From an optimization exercise on the open Yosys and OpenROAD flow, aimed at small area, a short achievable clock period and few clock cycles per item; shortcuts taken in it are not production practice. Function was checked by simulation only, so behaviour that the tests miss may differ from the original. Power is estimated from default activity; no workload was simulated.

===== flow/design.v =====
package ebpc_pkg;
  localparam logic [5-1:0] ALL_ONES = 5'b00000;
  localparam logic [5-1:0] DBXZ_DBPNZ = 5'b00001;
  localparam logic [5-1:0] TWO_ONES_PREFIX = 5'b00010;
  localparam logic [5-1:0] SINGLE_ONE_PREFIX = 5'b00011;
  parameter int unsigned   LOG_MAX_WORDS = 24;
  parameter int unsigned   LOG_MAX_ZRLE_LEN = 4;
  parameter int unsigned   MAX_ZRLE_LEN = 2**LOG_MAX_ZRLE_LEN;
  parameter int unsigned   LOG_DATA_W = 3;  
  parameter int unsigned   DATA_W = 2**LOG_DATA_W;
  parameter int unsigned   BLOCK_SIZE = 8;
  parameter int unsigned   MAX_SYMB_LEN = BLOCK_SIZE > 3+$clog2(DATA_W) ? (BLOCK_SIZE > 5+$clog2(BLOCK_SIZE) ? BLOCK_SIZE : 5+$clog2(BLOCK_SIZE)): (3+$clog2(DATA_W)> 5+$clog2(BLOCK_SIZE)? 3+$clog2(DATA_W) : 5+$clog2(BLOCK_SIZE));
  typedef enum             {
                            TWO,
                            THREE_PLUS_LOGM,
                            FIVE,
                            FIVE_PLUS_LOGN,
                            N
                            } symb_len_t;
  typedef struct packed {
    logic [0:DATA_W] [BLOCK_SIZE-2:0] dbp;
    logic [DATA_W-1:0]                base;
  } dbp_block_t;
  typedef struct packed {
    logic [MAX_SYMB_LEN-1:0] symb;
    symb_len_t            len;
    logic                 zero;
  } encoding_t;
endpackage  
import ebpc_pkg::*;
module ebpc_decoder
  (
   input logic                     clk_i,
   input logic                     rst_ni,
   input logic [DATA_W-1:0]        bpc_i,
   input logic                     bpc_last_i,
   input logic                     bpc_vld_i,
   output logic                    bpc_rdy_o,
   input logic [DATA_W-1:0]        znz_i,
   input logic                     znz_last_i,
   input logic                     znz_vld_i,
   output logic                    znz_rdy_o,
   input logic [LOG_MAX_WORDS-1:0] num_words_i,
   input logic                     num_words_vld_i,
   output logic                    num_words_rdy_o,
   output logic [DATA_W-1:0]       data_o,
   output logic                    last_o,
   output logic                    vld_o,
   input logic                     rdy_i
   );
  logic [23:0] cnt_q;
  logic        act_q, fin_q, nxt_q;
  logic [7:0]  dout_q;
  logic        last_q, vld_q;
  logic [7:0]  z0_q, z1_q;
  logic        zv0_q, zv1_q;
  logic        zl0_q, zl1_q;
  logic [2:0]  zp_q;
  logic [3:0]  zc_q;
  logic [7:0]  b0_q, b1_q, b2_q;
  logic        bv0_q, bv1_q, bv2_q;
  logic        bl0_q, bl1_q, bl2_q;
  logic [2:0]  bp_q;
  logic        inbase_q;       
  logic [3:0]  k_q;            
  logic [6:0]  pv_q;           
  logic [6:0]  pl_q [8];       
  logic [7:0]  base_q;
  logic        dfull_q;        
  logic [7:0]  acc_q;
  logic [7:0]  row_q [7];
  logic [2:0]  om_q;
  logic        ov_q;
  assign data_o = dout_q;
  assign last_o = last_q;
  assign vld_o  = vld_q;
  logic [15:0] zsh;
  logic        zbit, zrun, zsym_ok;
  logic [3:0]  zcnt;
  assign zsh     = {z0_q, z1_q} << zp_q;
  assign zbit    = zsh[15];
  assign zcnt    = zsh[14:11];
  assign zrun    = (zc_q != 4'd0);
  assign zsym_ok = zv0_q && (zbit || !zp_q[2] || zv1_q);
  logic out_free, can_emit, emit, emit_nz, blk_end;
  logic adv, odone, ld_out;
  assign out_free = !vld_q || rdy_i;
  assign can_emit = act_q && (zrun || (zsym_ok && (!zbit || ov_q)));
  assign emit     = can_emit && out_free;
  assign emit_nz  = emit && !zrun && zbit;
  assign blk_end  = emit && fin_q;
  assign num_words_rdy_o = !act_q || (fin_q && !nxt_q);
  logic nw_take;
  assign nw_take = num_words_vld_i && num_words_rdy_o;
  always_ff @(posedge clk_i or negedge rst_ni) begin
    if (!rst_ni) begin
      cnt_q  <= '0;
      act_q  <= 1'b0;
      fin_q  <= 1'b0;
      nxt_q  <= 1'b0;
      last_q <= 1'b0;
      vld_q  <= 1'b0;
    end else begin
      if (emit) begin
        vld_q  <= 1'b1;
        last_q <= fin_q;
      end else if (rdy_i)
        vld_q <= 1'b0;
      if (!act_q) begin
        if (nw_take) begin
          cnt_q <= num_words_i;
          fin_q <= (num_words_i == '0);
          act_q <= 1'b1;
        end
      end else if (!fin_q) begin
        if (emit) begin
          cnt_q <= cnt_q - 24'd1;
          fin_q <= (cnt_q == 24'd1);
        end
      end else begin
        if (emit) begin
          if (nxt_q) begin
            fin_q <= (cnt_q == '0);
            nxt_q <= 1'b0;
          end else if (nw_take) begin
            cnt_q <= num_words_i;
            fin_q <= (num_words_i == '0);
          end else begin
            act_q <= 1'b0;
            fin_q <= 1'b0;
          end
        end else if (nw_take) begin
          cnt_q <= num_words_i;
          nxt_q <= 1'b1;
        end
      end
    end
  end
  always_ff @(posedge clk_i) begin
    if (emit)
      dout_q <= emit_nz ? acc_q : 8'd0;
  end
  assign znz_rdy_o = !zv1_q;
  always_ff @(posedge clk_i or negedge rst_ni) begin
    if (!rst_ni) begin
      zv0_q <= 1'b0;
      zv1_q <= 1'b0;
      zl0_q <= 1'b0;
      zl1_q <= 1'b0;
      zp_q  <= '0;
      zc_q  <= '0;
    end else begin
      logic [3:0] pn;
      logic [1:0] npop;
      logic       v0, v1, l0, l1;
      pn   = {1'b0, zp_q};
      if (emit) begin
        if (zrun)
          zc_q <= zc_q - 4'd1;
        else begin
          pn = {1'b0, zp_q} + (zbit ? 4'd1 : 4'd5);
          if (!zbit)
            zc_q <= zcnt;
        end
      end
      npop = {1'b0, pn[3]};
      if (blk_end) begin
        zc_q <= '0;
        if (pn[2:0] != 3'd0)
          npop = npop + 2'd1;
        pn = 4'd0;
      end
      zp_q <= pn[2:0];
      {v0, v1} = {zv0_q, zv1_q};
      {l0, l1} = {zl0_q, zl1_q};
      if (npop == 2'd1) begin
        {v0, v1} = {zv1_q, 1'b0};
        {l0, l1} = {zl1_q, 1'b0};
      end else if (npop == 2'd2) begin
        {v0, v1} = 2'b00;
        {l0, l1} = 2'b00;
      end
      if (znz_vld_i && !zv1_q) begin
        if (!v0) begin
          v0 = 1'b1; l0 = znz_last_i;
        end else begin
          v1 = 1'b1; l1 = znz_last_i;
        end
      end
      {zv0_q, zv1_q} <= {v0, v1};
      {zl0_q, zl1_q} <= {l0, l1};
    end
  end
  always_ff @(posedge clk_i) begin
    logic [1:0] npop;
    logic [3:0] pn;
    logic       v0;
    pn = {1'b0, zp_q};
    if (emit && !zrun)
      pn = {1'b0, zp_q} + (zbit ? 4'd1 : 4'd5);
    npop = {1'b0, pn[3]};
    if (blk_end && pn[2:0] != 3'd0)
      npop = npop + 2'd1;
    v0 = zv0_q;
    if (npop == 2'd1) begin
      z0_q <= z1_q;
      v0 = zv1_q;
    end else if (npop == 2'd2)
      v0 = 1'b0;
    if (znz_vld_i && !zv1_q) begin
      if (!v0) z0_q <= znz_i;
      else     z1_q <= znz_i;
    end
  end
  logic [15:0] bsh;
  logic [7:0]  win;
  assign bsh = {b0_q, b1_q} << bp_q;
  assign win = bsh[15:8];
  logic [3:0] slen;        
  logic [6:0] sdbx;        
  logic       sdbp, srun;
  always_comb begin
    slen = 4'd8;
    sdbx = win[6:0];
    sdbp = 1'b0;
    srun = 1'b0;
    if (win[7]) begin
      slen = 4'd8;
      sdbx = win[6:0];
    end else if (win[6]) begin
      slen = 4'd2;
      sdbx = 7'd0;
    end else if (win[5]) begin
      slen = 4'd6;
      sdbx = 7'd0;
      srun = 1'b1;
    end else if (win[4:3] == 2'b00) begin
      slen = 4'd5;
      sdbx = 7'h7f;
    end else if (win[4:3] == 2'b01) begin
      slen = 4'd5;
      sdbx = 7'd0;
      sdbp = 1'b1;
    end else if (win[4:3] == 2'b10) begin
      slen = 4'd8;
      sdbx = 7'b1100000 >> win[2:0];
    end else begin
      slen = 4'd8;
      sdbx = 7'b1000000 >> win[2:0];
    end
  end
  logic [3:0] bpn;         
  logic       bfit;        
  assign bpn  = {1'b0, bp_q} + slen;
  assign bfit = bv0_q && (bv1_q || bl0_q);
  logic       base_ok;
  assign base_ok = bfit;
  logic       go, d_base, d_sym, d_end;
  logic [6:0] newpl;
  logic [3:0] kn;          
  logic [7:0] wen;         
  assign go = !dfull_q || !ov_q;
  always_comb begin
    d_base = 1'b0;
    d_sym  = 1'b0;
    if (go) begin
      if (inbase_q)
        d_base = base_ok;
      else
        d_sym  = bfit;
    end
    newpl = sdbp ? 7'd0 : (sdbx ^ pv_q);
    kn    = k_q + (srun ? {1'b0, win[4:2]} + 4'd2 : 4'd1);
    for (int i = 0; i < 8; i++)
      wen[i] = d_sym && (k_q <= 4'(i)) && (4'(i) < kn);
  end
  assign d_end = d_sym && (k_q == 4'd8 || kn == 4'd9);
  logic [3:0] bpa;         
  logic [1:0] bnpop;
  logic       bl0_after;
  always_comb begin
    bpa   = {1'b0, bp_q};
    if (d_sym)
      bpa = bpn;
    bnpop = {1'b0, bpa[3] || d_base};
    bl0_after = bpa[3] ? bl1_q : bl0_q;
    if (d_end && bpa[2:0] != 3'd0 && bl0_after) begin
      bnpop = bnpop + 2'd1;
      bpa   = 4'd0;
    end
  end
  assign bpc_rdy_o = !bv2_q;
  logic btake;
  assign btake = bpc_vld_i && !bv2_q;
  always_ff @(posedge clk_i or negedge rst_ni) begin
    if (!rst_ni) begin
      bv0_q    <= 1'b0;
      bv1_q    <= 1'b0;
      bv2_q    <= 1'b0;
      bl0_q    <= 1'b0;
      bl1_q    <= 1'b0;
      bl2_q    <= 1'b0;
      bp_q     <= '0;
      inbase_q <= 1'b1;
      k_q      <= '0;
      pv_q     <= '0;
      dfull_q  <= 1'b0;
    end else begin
      logic v0, v1, v2, l0, l1, l2;
      {v0, v1, v2} = {bv0_q, bv1_q, bv2_q};
      {l0, l1, l2} = {bl0_q, bl1_q, bl2_q};
      if (bnpop == 2'd1) begin
        {v0, v1, v2} = {bv1_q, bv2_q, 1'b0};
        {l0, l1, l2} = {bl1_q, bl2_q, 1'b0};
      end else if (bnpop == 2'd2) begin
        {v0, v1, v2} = {bv2_q, 1'b0, 1'b0};
        {l0, l1, l2} = {bl2_q, 1'b0, 1'b0};
      end
      if (btake) begin
        if (!v0) begin
          v0 = 1'b1; l0 = bpc_last_i;
        end else if (!v1) begin
          v1 = 1'b1; l1 = bpc_last_i;
        end else begin
          v2 = 1'b1; l2 = bpc_last_i;
        end
      end
      {bv0_q, bv1_q, bv2_q} <= {v0, v1, v2};
      {bl0_q, bl1_q, bl2_q} <= {l0, l1, l2};
      bp_q <= bpa[2:0];
      if (d_base) begin
        inbase_q <= 1'b0;
        k_q      <= 4'd0;
        pv_q     <= '0;
      end
      if (d_sym) begin
        k_q  <= kn;
        pv_q <= newpl;
      end
      if (d_end) begin
        inbase_q <= 1'b1;
        dfull_q  <= 1'b1;
      end else if (ld_out)
        dfull_q  <= 1'b0;
    end
  end
  always_ff @(posedge clk_i) begin
    logic [7:0] s0, s1, s2;
    logic       v0, v1;
    {s0, s1, s2} = {b0_q, b1_q, b2_q};
    v0 = bv0_q;
    v1 = bv1_q;
    if (bnpop == 2'd1) begin
      {s0, s1} = {b1_q, b2_q};
      {v0, v1} = {bv1_q, bv2_q};
    end else if (bnpop == 2'd2) begin
      s0 = b2_q;
      {v0, v1} = {bv2_q, 1'b0};
    end
    if (btake) begin
      if (!v0)      s0 = bpc_i;
      else if (!v1) s1 = bpc_i;
      else          s2 = bpc_i;
    end
    {b0_q, b1_q, b2_q} <= {s0, s1, s2};
    if (d_base)
      base_q <= win;
    for (int i = 0; i < 8; i++)
      if (wen[i])
        pl_q[i] <= newpl;
  end
  assign adv    = emit_nz;
  assign odone  = (adv && (om_q == 3'd7 || fin_q)) || (blk_end && om_q != 3'd0);
  assign ld_out = dfull_q && (!ov_q || odone);
  always_ff @(posedge clk_i or negedge rst_ni) begin
    if (!rst_ni) begin
      om_q <= '0;
      ov_q <= 1'b0;
    end else begin
      if (ld_out) begin
        om_q <= '0;
        ov_q <= 1'b1;
      end else if (odone) begin
        om_q <= '0;
        ov_q <= 1'b0;
      end else if (adv)
        om_q <= om_q + 3'd1;
    end
  end
  always_ff @(posedge clk_i) begin
    if (ld_out) begin
      acc_q <= base_q;
      for (int j = 0; j < 7; j++)
        for (int b = 0; b < 8; b++)
          row_q[j][b] <= pl_q[b][6-j];
    end else if (adv) begin
      acc_q <= acc_q + row_q[0];
      for (int j = 0; j < 6; j++)
        row_q[j] <= row_q[j+1];
    end
  end
endmodule  

===== flow/run.sh =====
#!/bin/bash
# synth_recipe.tcl (not shown) runs the flow's synth.tcl, then flattens the netlist and writes it again
# the make line also repeats each setting of config.mk as NAME=value (left out here)
make -C /OpenROAD-flow-scripts/flow DESIGN_CONFIG=/design/flow/config.mk WORK_HOME=/design/flow/orfs CLKGATE_MAP_FILE= SYNTH_SCRIPT=/design/flow/synth_recipe.tcl finish

===== flow/config.mk =====
export PLATFORM = sky130hd
export DESIGN_NAME = ebpc_decoder
export DESIGN_NICKNAME = ebpc_decoder
export VERILOG_FILES = /design/flow/design.v
export SDC_FILE = /design/flow/constraint.sdc
export NUM_CORES = 4
export LEC_CHECK = 0
export CAP_MARGIN = 20
export CORE_MARGIN = 2
export CORE_UTILIZATION = 40
export PLACE_DENSITY = 0.6
export SLEW_MARGIN = 20

===== flow/constraint.sdc =====
create_clock -name core_clock -period 12.0 [get_ports {clk_i}]
set_input_delay 2.4000 -clock core_clock [delete_from_list [all_inputs] [get_ports {clk_i}]]
set_output_delay 2.4000 -clock core_clock [all_outputs]
set_load 0.01 [all_outputs]

==> results.json, run 1 <==
{
  "min_path_type": "reg -> reg",
  "postCtsSetupRepairBufs": 0,
  "yosysMostFrequentCell": "edfxtp_1",
  "wl_per_cell_microns": 17.0,
  "vias": 8424,
  "synth_xor_area_share_pct": 2.06,
  "crit_path_start": "bp_q[0]",
  "ant_nets": 0,
  "r2r_setup_slack_ns": 5.42,
  "final_nets": 1183,
  "outcome": "finished clean",
  "holdBufCountCts": 0,
  "maxSlewHeadroom_pct": 33.1,
  "max_freq_ghz": 0.152,
  "multi_input_area_sq_um": 5400,
  "ys_seq_area_share_pct": 53.6,
  "ir_drop_v": 0.000116,
  "final_util_pct": 46.4,
  "crit_type": "reg -> reg",
  "p_per_area_nw_per_um2": 236,
  "required_ns": 12.20,
  "register_area_sq_um": 6650,
  "grtUsageTotal_pct": 15.7,
  "slew_violations": 0,
  "synth_compound_area_share_pct": 12.6,
  "final.fill_count": 2815,
  "maxCapViolations": 0,
  "via_per_inst": 5.53,
  "synth-simple-area-share_pct": 12.7,
  "r2r-start": "bp_q[0]",
  "gr-total-overflow": 0,
  "critPathCaptureType": "flop",
  "htreeDepth": 1,
  "first_pass_iters": 4,
  "first_iter_violations": 630,
  "place_area_sq_um": 13300,
  "finalCritPeriodShare_pct": 54.8,
  "total_power_mw": 3.35,
  "syn_area_sq_um": 12400,
  "tns_ns": 0,
  "die_x_microns": 180,
  "die_h_microns": 180,
  "io_buffers": 59,
  "crit_fanout": 34,
  "worst_ep_arrival_time_ns": 6.77,
  "wl_microns": 25800,
  "hold_violations": 0,
  "finalSetupViolations": 0,
  "grt_max_degree": 67,
  "clkSlewWorstSetupHoldPaths_ns": 0.06,
  "grt_pass1_wl_microns": 42600,
  "stdcell_area_sq_um": 14200,
  "rsz0062_at_grt": "no",
  "async_flop_share_pct": 26.7,
  "synth_cells": 1056,
  "initial_core_util_pct": 40.5,
  "area_growth_syn_to_layout_pct": 14.6,
  "ctsResizeCount": 0,
  "route.detailed.drc": 0,
  "syn_nets": 1134,
  "root_buffer": "clkbuf_16",
  "synth.area.mux_share_pct": 12.7,
  "cts.sinks": 240,
  "die-area_sq_um": 32400,
  "yosys-top-cells-count": "edfxtp_1, nand2_1, nor2_1",
  "min_path_cells": 0,
  "worstRegToRegCells": 18,
  "worstMarginPinSlew_ns": 1.00,
  "startpoint_type": "flop",
  "clockBufferDepth": 3,
  "leakage_nw": 5.21,
  "timing.hold.ws_ns": 0.420,
  "synth_fa_ha_area_share_pct": 3.21,
  "yosys_warnings": 3,
  "fin_skew_ns": 0.00927,
  "crit_end": "b2_q[6]",
  "grt_pass1_vias": 8160,
  "yosysUniqueCellTypes": 82,
  "dp_hpwl_microns": 17300,
  "antennaDiodeCount": 0,
  "finalWorstPathRequiredPeriod_ns": 6.58,
  "layout-drive-gt1-share_pct": 13.0,
  "synth_top_family_by_area": "simple AND/OR/NAND/NOR gates",
  "yosys_most_used_dff": "edfxtp_1",
  "io_pins": 61,
  "worstReg2RegEnd": "b2_q[6]",
  "place.gp.congestion": 0.843,
  "fp-row-count": 64,
  "synth_area_per_cell_sq_um": 11.7,
  "synth_edf_count": 152,
  "antenna_found_initial": 0,
  "numCtsBuffers": 28,
  "core_area_sq_um": 30600,
  "insertion_delay_ns": 0.54,
  "synth_area_leaders": "edfxtp_1, dfrtp_1, dfxtp_1, mux2i_1, mux4_2",
  "cts_tree": "built",
  "post-synth-top-area-fraction_pct": 36.8,
  "synth_top_cell_by_area": "edfxtp_1",
  "synth-seq-cells": 240
}
## cell families after synthesis
logic type,Yosys count
and+or+nand+nor,322
muxes,116
DFF,240
xor gates and xnor gates,27
buffers and inverters,82
adders and majority gates,30
AOI/OAI and AO/OA,239
## per-layer routing
layer | track usage [%] | part of all wire, % | vias to the layer above
met5 | 0 | 0 | -
met4 | 4.16 | 1.7 | 0
met3 | 2.63 | 4.8 | 37
met2 | 25.1 | 46 | 198
met1 | 22.3 | 48 | 4102
li1 | - | - | 4087
## worst min path at each step
stage / start / slack [ns] / to
after detailed placement: pl_q[3][0] / 0.40 / row_q[6][3]
after global routing: pl_q[4][0] / 0.42 / row_q[6][4]
after global placement: pl_q[2][0] / 0.40 / row_q[6][2]
after CTS: pl_q[3][0] / 0.42 / row_q[6][3]
after floorplan: pl_q[0][0] / 0.40 / row_q[6][0]
final: pl_q[3][0] / 0.42 / row_q[6][3]
## cell usage in the layout, fill, tap and decap left out, types with 19 or more instances in the layout
| cell type | synthesis | routed |
|---|---|---|
| a21oi_1 | 70 | 70 |
| a31oi_1 | 19 | 19 |
| clkbuf_16 | 0 | 29 |
| clkdlybuf4s50_1 | 0 | 58 |
| dfrtp_1 | 63 | 63 |
| dfxtp_1 | 24 | 24 |
| edfxtp_1 | 152 | 152 |
| ha_1 | 27 | 26 |
| inv_1 | 30 | 30 |
| mux2_2 | 32 | 32 |
| mux2_4 | 25 | 25 |
| mux2i_1 | 40 | 40 |
| nand2_1 | 93 | 92 |
| nand2b_1 | 22 | 22 |
| nor2_1 | 82 | 81 |
| nor3_1 | 25 | 25 |
| o21ai_0 | 51 | 51 |
## worst max-delay path: stages (launching register included)
cell	delay, ns
dfrtp_1	0.94
mux4_1	0.79
or4b_1	0.62
nand2_1	0.11
nand2_1	0.09
inv_1	0.08
ha_1	0.22
a21o_1	0.18
a21oi_1	0.18
xor2_1	0.39
xnor2_4	0.15
o32a_2	0.24
a211oi_2	0.31
and2_1	0.21
ha_2	0.62
nand2_1	0.14
a21boi_0	0.19
or3_1	0.44
inv_1	0.32
## registers in the layout, indices dropped and copies added (netlist names), 8 cells and up
register / cells
pl_q: 56
z1_q: 8
b0_q: 8
b1_q: 8
dout_q: 8
base_q: 8
b2_q: 8
row_q: 56
acc_q: 8
z0_q: 8
cnt_q: 24
## report_power, final
| group | leakage (nW) | switching (mW) | internal (mW) |
|---|---|---|---|
| clock network | 0.425 | 0.341 | 0.468 |
| registers | 2.33 | 0.173 | 1.16 |
| logic | 2.45 | 0.714 | 0.497 |
| total | 5.21 | 1.23 | 2.12 |
## stage by stage
| stage | setup WS, ns | std cells |
|---|---|---|
| global route | 4.90 | 1523 |
| detailed placement | 5.04 | 1471 |
| CTS | 5.02 | 1523 |
| floorplan | 6.68 | 1056 |
| global placement | 5.13 | 1471 |
| finish | 5.42 | 1523 |
## cell type report
class / instances / area share [%]
well taps: 396 / 3.49
multi-input cells: 734 / 38.0
clock buffers: 37 / 5.32
inverters: 32 / 0.845
repair buffers: 69 / 4.65
clock inverters: 15 / 0.881
flip-flops and latches: 240 / 46.8
Testbench counts, summed over its fixed seeds: cycles 29,085, words 28,155.
==> run 2: changes to the inputs <==
--- a/flow/design.v
+++ b/flow/design.v
@@ -52,9 +52,10 @@
   logic        act_q, fin_q, nxt_q;
-  logic [7:0]  dout_q;
-  logic        last_q, vld_q;
-  logic [7:0]  z0_q, z1_q;
-  logic        zv0_q, zv1_q;
-  logic        zl0_q, zl1_q;
+  logic [7:0]  z0_q, z1_q, z2_q;
+  logic        zv0_q, zv1_q, zv2_q;
+  logic        zl0_q, zl1_q, zl2_q;
   logic [2:0]  zp_q;
   logic [3:0]  zc_q;
+  logic        fv0_q, fv1_q, fn0_q, fn1_q, fe0_q, fe1_q;
+  logic [7:0]  od0_q, od1_q;
+  logic        ov0_q, ov1_q, ol0_q, ol1_q;
   logic [7:0]  b0_q, b1_q, b2_q;
@@ -73,7 +74,5 @@
   logic        ov_q;
-  assign data_o = dout_q;
-  assign last_o = last_q;
-  assign vld_o  = vld_q;
+  logic        adv, odone, ld_out;
   logic [15:0] zsh;
-  logic        zbit, zrun, zsym_ok;
+  logic        zbit, zrun, zsym_ok, zadv;
   logic [3:0]  zcnt;
@@ -83,10 +82,4 @@
   assign zrun    = (zc_q != 4'd0);
-  assign zsym_ok = zv0_q && (zbit || !zp_q[2] || zv1_q);
-  logic out_free, can_emit, emit, emit_nz, blk_end;
-  logic adv, odone, ld_out;
-  assign out_free = !vld_q || rdy_i;
-  assign can_emit = act_q && (zrun || (zsym_ok && (!zbit || ov_q)));
-  assign emit     = can_emit && out_free;
-  assign emit_nz  = emit && !zrun && zbit;
-  assign blk_end  = emit && fin_q;
+  assign zsym_ok = zv0_q && (zv1_q || zl0_q);
+  assign zadv    = act_q && !fv1_q && (zrun || zsym_ok);
   assign num_words_rdy_o = !act_q || (fin_q && !nxt_q);
@@ -100,10 +93,3 @@
       nxt_q  <= 1'b0;
-      last_q <= 1'b0;
-      vld_q  <= 1'b0;
     end else begin
-      if (emit) begin
-        vld_q  <= 1'b1;
-        last_q <= fin_q;
-      end else if (rdy_i)
-        vld_q <= 1'b0;
       if (!act_q) begin
@@ -115,3 +101,3 @@
       end else if (!fin_q) begin
-        if (emit) begin
+        if (zadv) begin
           cnt_q <= cnt_q - 24'd1;
@@ -120,3 +106,3 @@
       end else begin
-        if (emit) begin
+        if (zadv) begin
           if (nxt_q) begin
@@ -138,55 +124,120 @@
   end
+  logic [3:0] zpn;
+  logic [1:0] znpop;
+  always_comb begin
+    zpn = {1'b0, zp_q};
+    if (zadv && !zrun)
+      zpn = {1'b0, zp_q} + (zbit ? 4'd1 : 4'd5);
+    znpop = {1'b0, zpn[3]};
+    if (zadv && fin_q) begin
+      if (zpn[2:0] != 3'd0)
+        znpop = znpop + 2'd1;
+      zpn = 4'd0;
+    end
+  end
+  assign znz_rdy_o = !zv2_q;
+  logic ztake;
+  assign ztake = znz_vld_i && !zv2_q;
+  always_ff @(posedge clk_i or negedge rst_ni) begin
+    if (!rst_ni) begin
+      {zv0_q, zv1_q, zv2_q} <= '0;
+      {zl0_q, zl1_q, zl2_q} <= '0;
+      zp_q <= '0;
+      zc_q <= '0;
+    end else begin
+      logic v0, v1, v2, l0, l1, l2;
+      {v0, v1, v2} = {zv0_q, zv1_q, zv2_q};
+      {l0, l1, l2} = {zl0_q, zl1_q, zl2_q};
+      if (znpop == 2'd1) begin
+        {v0, v1, v2} = {zv1_q, zv2_q, 1'b0};
+        {l0, l1, l2} = {zl1_q, zl2_q, 1'b0};
+      end else if (znpop == 2'd2) begin
+        {v0, v1, v2} = {zv2_q, 1'b0, 1'b0};
+        {l0, l1, l2} = {zl2_q, 1'b0, 1'b0};
+      end
+      if (ztake) begin
+        if (!v0) begin
+          v0 = 1'b1; l0 = znz_last_i;
+        end else if (!v1) begin
+          v1 = 1'b1; l1 = znz_last_i;
+        end else begin
+          v2 = 1'b1; l2 = znz_last_i;
+        end
+      end
+      {zv0_q, zv1_q, zv2_q} <= {v0, v1, v2};
+      {zl0_q, zl1_q, zl2_q} <= {l0, l1, l2};
+      zp_q <= zpn[2:0];
+      if (zadv) begin
+        if (fin_q)
+          zc_q <= '0;
+        else if (zrun)
+          zc_q <= zc_q - 4'd1;
+        else if (!zbit)
+          zc_q <= zcnt;
+      end
+    end
+  end
   always_ff @(posedge clk_i) begin
-    if (emit)
-      dout_q <= emit_nz ? acc_q : 8'd0;
+    logic [7:0] s0, s1, s2;
+    logic       v0, v1;
+    {s0, s1, s2} = {z0_q, z1_q, z2_q};
+    {v0, v1} = {zv0_q, zv1_q};
+    if (znpop == 2'd1) begin
+      {s0, s1} = {z1_q, z2_q};
+      {v0, v1} = {zv1_q, zv2_q};
+    end else if (znpop == 2'd2) begin
+      s0 = z2_q;
+      {v0, v1} = {zv2_q, 1'b0};
+    end
+    if (ztake) begin
+      if (!v0)      s0 = znz_i;
+      else if (!v1) s1 = znz_i;
+      else          s2 = znz_i;
+    end
+    {z0_q, z1_q, z2_q} <= {s0, s1, s2};
   end
-  assign znz_rdy_o = !zv1_q;
+  logic emit, emit_nz, blk_end, opop;
+  assign emit    = fv0_q && (!fn0_q || ov_q) && !ov1_q;
+  assign emit_nz = emit && fn0_q;
+  assign blk_end = emit && fe0_q;
+  assign opop    = ov0_q && rdy_i;
+  assign data_o = od0_q;
+  assign last_o = ol0_q;
+  assign vld_o  = ov0_q;
   always_ff @(posedge clk_i or negedge rst_ni) begin
     if (!rst_ni) begin
-      zv0_q <= 1'b0;
-      zv1_q <= 1'b0;
-      zl0_q <= 1'b0;
-      zl1_q <= 1'b0;
-      zp_q  <= '0;
-      zc_q  <= '0;
+      {fv0_q, fv1_q, fn0_q, fn1_q, fe0_q, fe1_q} <= '0;
+      {ov0_q, ov1_q, ol0_q, ol1_q} <= '0;
     end else begin
-      logic [3:0] pn;
-      logic [1:0] npop;
-      logic       v0, v1, l0, l1;
-      pn   = {1'b0, zp_q};
+      logic v0, v1;
+      {v0, v1} = {fv0_q, fv1_q};
       if (emit) begin
-        if (zrun)
-          zc_q <= zc_q - 4'd1;
-        else begin
-          pn = {1'b0, zp_q} + (zbit ? 4'd1 : 4'd5);
-          if (!zbit)
-            zc_q <= zcnt;
+        {fn0_q, fe0_q} <= {fn1_q, fe1_q};
+        {v0, v1} = {fv1_q, 1'b0};
+      end
+      if (zadv) begin
+        if (!v0) begin
+          {fn0_q, fe0_q} <= {!zrun && zbit, fin_q};
+          v0 = 1'b1;
+        end else begin
+          {fn1_q, fe1_q} <= {!zrun && zbit, fin_q};
+          v1 = 1'b1;
         end
       end
-      npop = {1'b0, pn[3]};
-      if (blk_end) begin
-        zc_q <= '0;
-        if (pn[2:0] != 3'd0)
-          npop = npop + 2'd1;
-        pn = 4'd0;
-      end
-      zp_q <= pn[2:0];
-      {v0, v1} = {zv0_q, zv1_q};
-      {l0, l1} = {zl0_q, zl1_q};
-      if (npop == 2'd1) begin
-        {v0, v1} = {zv1_q, 1'b0};
-        {l0, l1} = {zl1_q, 1'b0};
-      end else if (npop == 2'd2) begin
-        {v0, v1} = 2'b00;
-        {l0, l1} = 2'b00;
+      {fv0_q, fv1_q} <= {v0, v1};
+      {v0, v1} = {ov0_q, ov1_q};
+      if (opop) begin
+        ol0_q <= ol1_q;
+        {v0, v1} = {ov1_q, 1'b0};
       end
-      if (znz_vld_i && !zv1_q) begin
+      if (emit) begin
         if (!v0) begin
-          v0 = 1'b1; l0 = znz_last_i;
+          ol0_q <= fe0_q;
+          v0 = 1'b1;
         end else begin
-          v1 = 1'b1; l1 = znz_last_i;
+          ol1_q <= fe0_q;
+          v1 = 1'b1;
         end
       end
-      {zv0_q, zv1_q} <= {v0, v1};
-      {zl0_q, zl1_q} <= {l0, l1};
+      {ov0_q, ov1_q} <= {v0, v1};
     end
@@ -194,20 +245,11 @@
   always_ff @(posedge clk_i) begin
-    logic [1:0] npop;
-    logic [3:0] pn;
-    logic       v0;
-    pn = {1'b0, zp_q};
-    if (emit && !zrun)
-      pn = {1'b0, zp_q} + (zbit ? 4'd1 : 4'd5);
-    npop = {1'b0, pn[3]};
-    if (blk_end && pn[2:0] != 3'd0)
-      npop = npop + 2'd1;
-    v0 = zv0_q;
-    if (npop == 2'd1) begin
-      z0_q <= z1_q;
-      v0 = zv1_q;
-    end else if (npop == 2'd2)
-      v0 = 1'b0;
-    if (znz_vld_i && !zv1_q) begin
-      if (!v0) z0_q <= znz_i;
-      else     z1_q <= znz_i;
+    logic v0;
+    v0 = ov0_q;
+    if (opop) begin
+      od0_q <= od1_q;
+      v0 = ov1_q;
+    end
+    if (emit) begin
+      if (!v0) od0_q <= fn0_q ? acc_q : 8'd0;
+      else     od1_q <= fn0_q ? acc_q : 8'd0;
     end
@@ -255,4 +297,7 @@
   assign bfit = bv0_q && (bv1_q || bl0_q);
-  logic       base_ok;
-  assign base_ok = bfit;
+  logic       base_ok, bdrop;
+  logic [7:0] bbase;
+  assign bdrop   = (bp_q != 3'd0) && bl0_q;
+  assign base_ok = bv1_q || (bv0_q && bp_q == 3'd0);
+  assign bbase   = bdrop ? b1_q : win;
   logic       go, d_base, d_sym, d_end;
@@ -279,12 +324,12 @@
   logic [1:0] bnpop;
-  logic       bl0_after;
   always_comb begin
     bpa   = {1'b0, bp_q};
-    if (d_sym)
-      bpa = bpn;
-    bnpop = {1'b0, bpa[3] || d_base};
-    bl0_after = bpa[3] ? bl1_q : bl0_q;
-    if (d_end && bpa[2:0] != 3'd0 && bl0_after) begin
-      bnpop = bnpop + 2'd1;
-      bpa   = 4'd0;
+    bnpop = 2'd0;
+    if (d_sym) begin
+      bpa   = bpn;
+      bnpop = {1'b0, bpn[3]};
+    end else if (d_base) begin
+      bnpop = bdrop ? 2'd2 : 2'd1;
+      if (bdrop)
+        bpa = 4'd0;
     end
@@ -366,3 +411,3 @@
     if (d_base)
-      base_q <= win;
+      base_q <= bbase;
     for (int i = 0; i < 8; i++)
@@ -372,3 +417,3 @@
   assign adv    = emit_nz;
-  assign odone  = (adv && (om_q == 3'd7 || fin_q)) || (blk_end && om_q != 3'd0);
+  assign odone  = (adv && (om_q == 3'd7 || fe0_q)) || (blk_end && om_q != 3'd0);
   assign ld_out = dfull_q && (!ov_q || odone);
==> run 2 against run 1 <==
- flip-flop and latch count increased by 28
- clock-buffer cell count unchanged
- critical path type unchanged
- via count increased by 13%
- fmax increased by 21%
- setup slack improved by 1.1 ns
- sequential share of layout area increased by 0.40 points
- largest power group unchanged
- global-route usage increased by 1.0 points
- area after synthesis increased by 7.8%
==> results.json, run 2 <==
{
  "vias": 9487,
  "synth_edf_count": 152,
  "clkSlewWorstSetupHoldPaths_ns": 0.06,
  "cts_tree": "built",
  "crit_type": "reg -> reg",
  "layout_setup_ws_ns": 6.57,
  "die_h_microns": 187,
  "power_switching_mw": 1.35,
  "yosys_warnings": 3,
  "syn_nets": 1321,
  "layout-drive-gt1-share_pct": 11.8,
  "synth_top_cell_by_area": "edfxtp_1",
  "first_iter_violations": 731,
  "holdBufCountCts": 0,
  "synth-seq-cells": 268,
  "grt_pass1_wl_microns": 48700,
  "io_pins": 61,
  "yosysMostFrequentCell": "nand2_1",
  "p_comb_share_pct": 36.4,
  "final.fill_count": 3040,
  "outcome": "finished clean",
  "yosysUniqueCellTypes": 77,
  "die-area_sq_um": 34900,
  "mostFrequentLayoutCells": "nand2_1, edfxtp_1, nor2_1",
  "die_x_microns": 187,
  "antenna_found_initial": 0,
  "grt_max_degree": 70,
  "synth_cells": 1243,
  "yosys-top-cells-count": "nand2_1, edfxtp_1, nor2_1",
  "postCtsSetupRepairBufs": 0,
  "stdcell_area_sq_um": 15400,
  "core_area_sq_um": 32700,
  "syn_area_sq_um": 13400,
  "route.detailed.drc": 0,
  "htreeDepth": 1,
  "min_path_type": "reg -> reg",
  "worstMarginPinSlew_ns": 1.07,
  "holdPathEnd": "row_q[6][5]",
  "via_per_inst": 5.41,
  "yosys_most_used_dff": "edfxtp_1",
  "io_buffers": 60,
  "first_pass_iters": 5,
  "ys_seq_area_share_pct": 54.4,
  "min_from": "pl_q[5][0]",
  "place.gp.congestion": 0.855,
  "area_growth_syn_to_layout_pct": 15.3,
  "initial_core_util_pct": 40.9,
  "finalCritPeriodShare_pct": 45.3,
  "reg.largest.list": "pl_q: 56 flops, row_q: 56 flops, cnt_q: 24 flops",
  "r2r-start": "bp_q[0]",
  "cell_internal_pwr_mw": 2.46,
  "async_flop_share_pct": 28.4,
  "tns_ns": 0,
  "worst_ep_arrival_time_ns": 5.87,
  "critPathCaptureType": "flop",
  "rsz0062_at_grt": "no",
  "gr-total-overflow": 0,
  "grtUsageTotal_pct": 16.7,
  "insertion_delay_ns": 0.55,
  "dp_hpwl_microns": 19200,
  "wl_microns": 29300,
  "finalSetupViolations": 0,
  "synth_area_per_cell_sq_um": 10.8,
  "fp-row-count": 66,
  "pwr-share-clk_pct": 25.6,
  "cts.sinks": 268,
  "required_ns": 12.43,
  "leakage_nw": 6.02,
  "finalWorstPathRequiredPeriod_ns": 5.43,
  "root_buffer": "clkbuf_16",
  "switching_share_pct": 35.5,
  "ctsResizeCount": 0,
  "wl_per_cell_microns": 16.7,
  "slew_violations": 0,
  "clockBufferDepth": 3,
  "antennaDiodeCount": 0,
  "ant_nets": 0,
  "hold_violations": 0,
  "worstReg2RegEnd": "b1_q[4]",
  "crit_fanout": 20,
  "r2r_setup_slack_ns": 6.57,
  "place_area_sq_um": 14300,
  "worstRegToRegCells": 13,
  "post-synth-top-area-fraction_pct": 34.2,
  "numCtsBuffers": 30,
  "min_path_cells": 0,
  "final_nets": 1367,
  "p_per_area_nw_per_um2": 247,
  "place_ws_ns": 6.61,
  "startpoint_type": "flop",
  "maxSlewHeadroom_pct": 28.6,
  "max_freq_ghz": 0.184,
  "ir_drop_v": 0.000160,
  "grt_pass1_vias": 9392,
  "power.share.sequential_pct": 38.0,
  "final_common_cell": "nand2_1",
  "timing.hold.ws_ns": 0.423,
  "synth_area_leaders": "edfxtp_1, dfrtp_1, nand2_1, dfxtp_1, mux2_2",
  "maxCapViolations": 0,
  "fin_skew_ns": 0.0150
}
[run 2: changes by cell type in the layout (fill, tap and decap cells not counted), moves of 13 or more]
cell	previous run	this run
a31oi_1	19	32
dfxtp_1	24	40
nand2b_1	22	7
nand2_1	92	247
o21ai_0	51	65
nor2_1	81	105
[run 2: cell type report]
type	count	area [sq um]	share of cell area, %
flip-flops and latches	268	7270	47.2
multi-input cells	877	5680	36.9
clock buffers	37	798	5.18
repair buffers	73	691	4.48
well taps	442	553	3.59
clock inverters	19	263	1.71
inverters	39	146	0.951
[run 2: worst max-delay path by stage]
stage	endpoint	slack, ns	from	depth (start not counted)
CTS	b1_q[7]	6.58	bp_q[0]	13
finish	b1_q[4]	6.57	bp_q[0]	13
floorplan	pl_q[2][0]	7.75	bp_q[0]	13
detailed placement	b1_q[7]	6.61	bp_q[0]	14
global route	pl_q[2][2]	6.11	bp_q[0]	11
global placement	pl_q[2][3]	6.74	bp_q[0]	11
[run 2: power by group through the flow]
stage                     clock network [mW]  registers, mW  logic (mW)
after CTS                              0.998           1.45        1.38
after global routing                    1.04           1.47        1.53
after global placement                     0           1.46        1.35
after detailed placement                   0           1.46        1.38
after floorplan                            0           1.39        1.07
final                                  0.974           1.45        1.39
[run 2: cells by family (layout without fill, tap and decap cells)]
logic type	Yosys count	after routing	synth area share, %
xor+xnor	20	20	1.37
simple gates	467	467	15.3
flops	268	268	54.4
buf+inv	98	168	3.20
fa+ha+maj	30	30	2.98
compound gates	254	254	11.7
mux	106	106	11.0
[run 2: layer usage]
layer / wire [microns] / global-route usage, %
met5: 0 / 0
met4: 580 / 4.12
met3: 1550 / 2.86
met2: 13000 / 26.2
met1: 14100 / 24.2
[run 2: worst max-delay path, stage by stage (launching register included)]
cell	delay, ns
dfrtp_1	0.88
mux4_1	0.66
mux2i_1	0.43
inv_1	0.23
ha_1	0.25
nor2_1	0.25
a21oi_1	0.12
ha_1	0.33
a21oi_1	0.33
nor4_1	0.09
a31oi_1	0.24
nand3_2	0.53
a32o_1	0.62
mux2_2	0.33
[run 2: metrics by stage]
step	instances	total power [mW]	util (%)
finish	1755	3.81	47.1
global route	1755	4.04	47.1
CTS	1752	3.83	47.0
detailed placement	1696	2.84	43.8
global placement	1696	2.81	43.8
floorplan	1243	2.47	-
Testbench counts of run 2, summed over its fixed seeds: cycles 29,214, words 28,155.

==> what the ideal ports hide <==
In the flow no input, the clock included, has a driving cell. The finished layouts below were timed again as built, in two steps. Step 1, drivers: a clkbuf_16 drives clk_i and a buf_2 each remaining input, both assumed. Step 2 times the ports against the registers' clock, not the clock port: input delays grow and output delays shrink by t, the midpoint of the rising clock arrivals with the driver on. a / b / c = no drivers / after step 1 / after step 2; a / b = the first two.
| run | shift t [ns] | setup WS [ns] | cell pins on the clock port's net |
|---|---|---|---|
| run 1 | 0.581 | 5.423 / 5.423 / 5.423 | 1 |
| run 2 | 0.589 | 6.569 / 6.569 / 6.569 | 1 |
After both steps setup and hold are still met in every run listed.
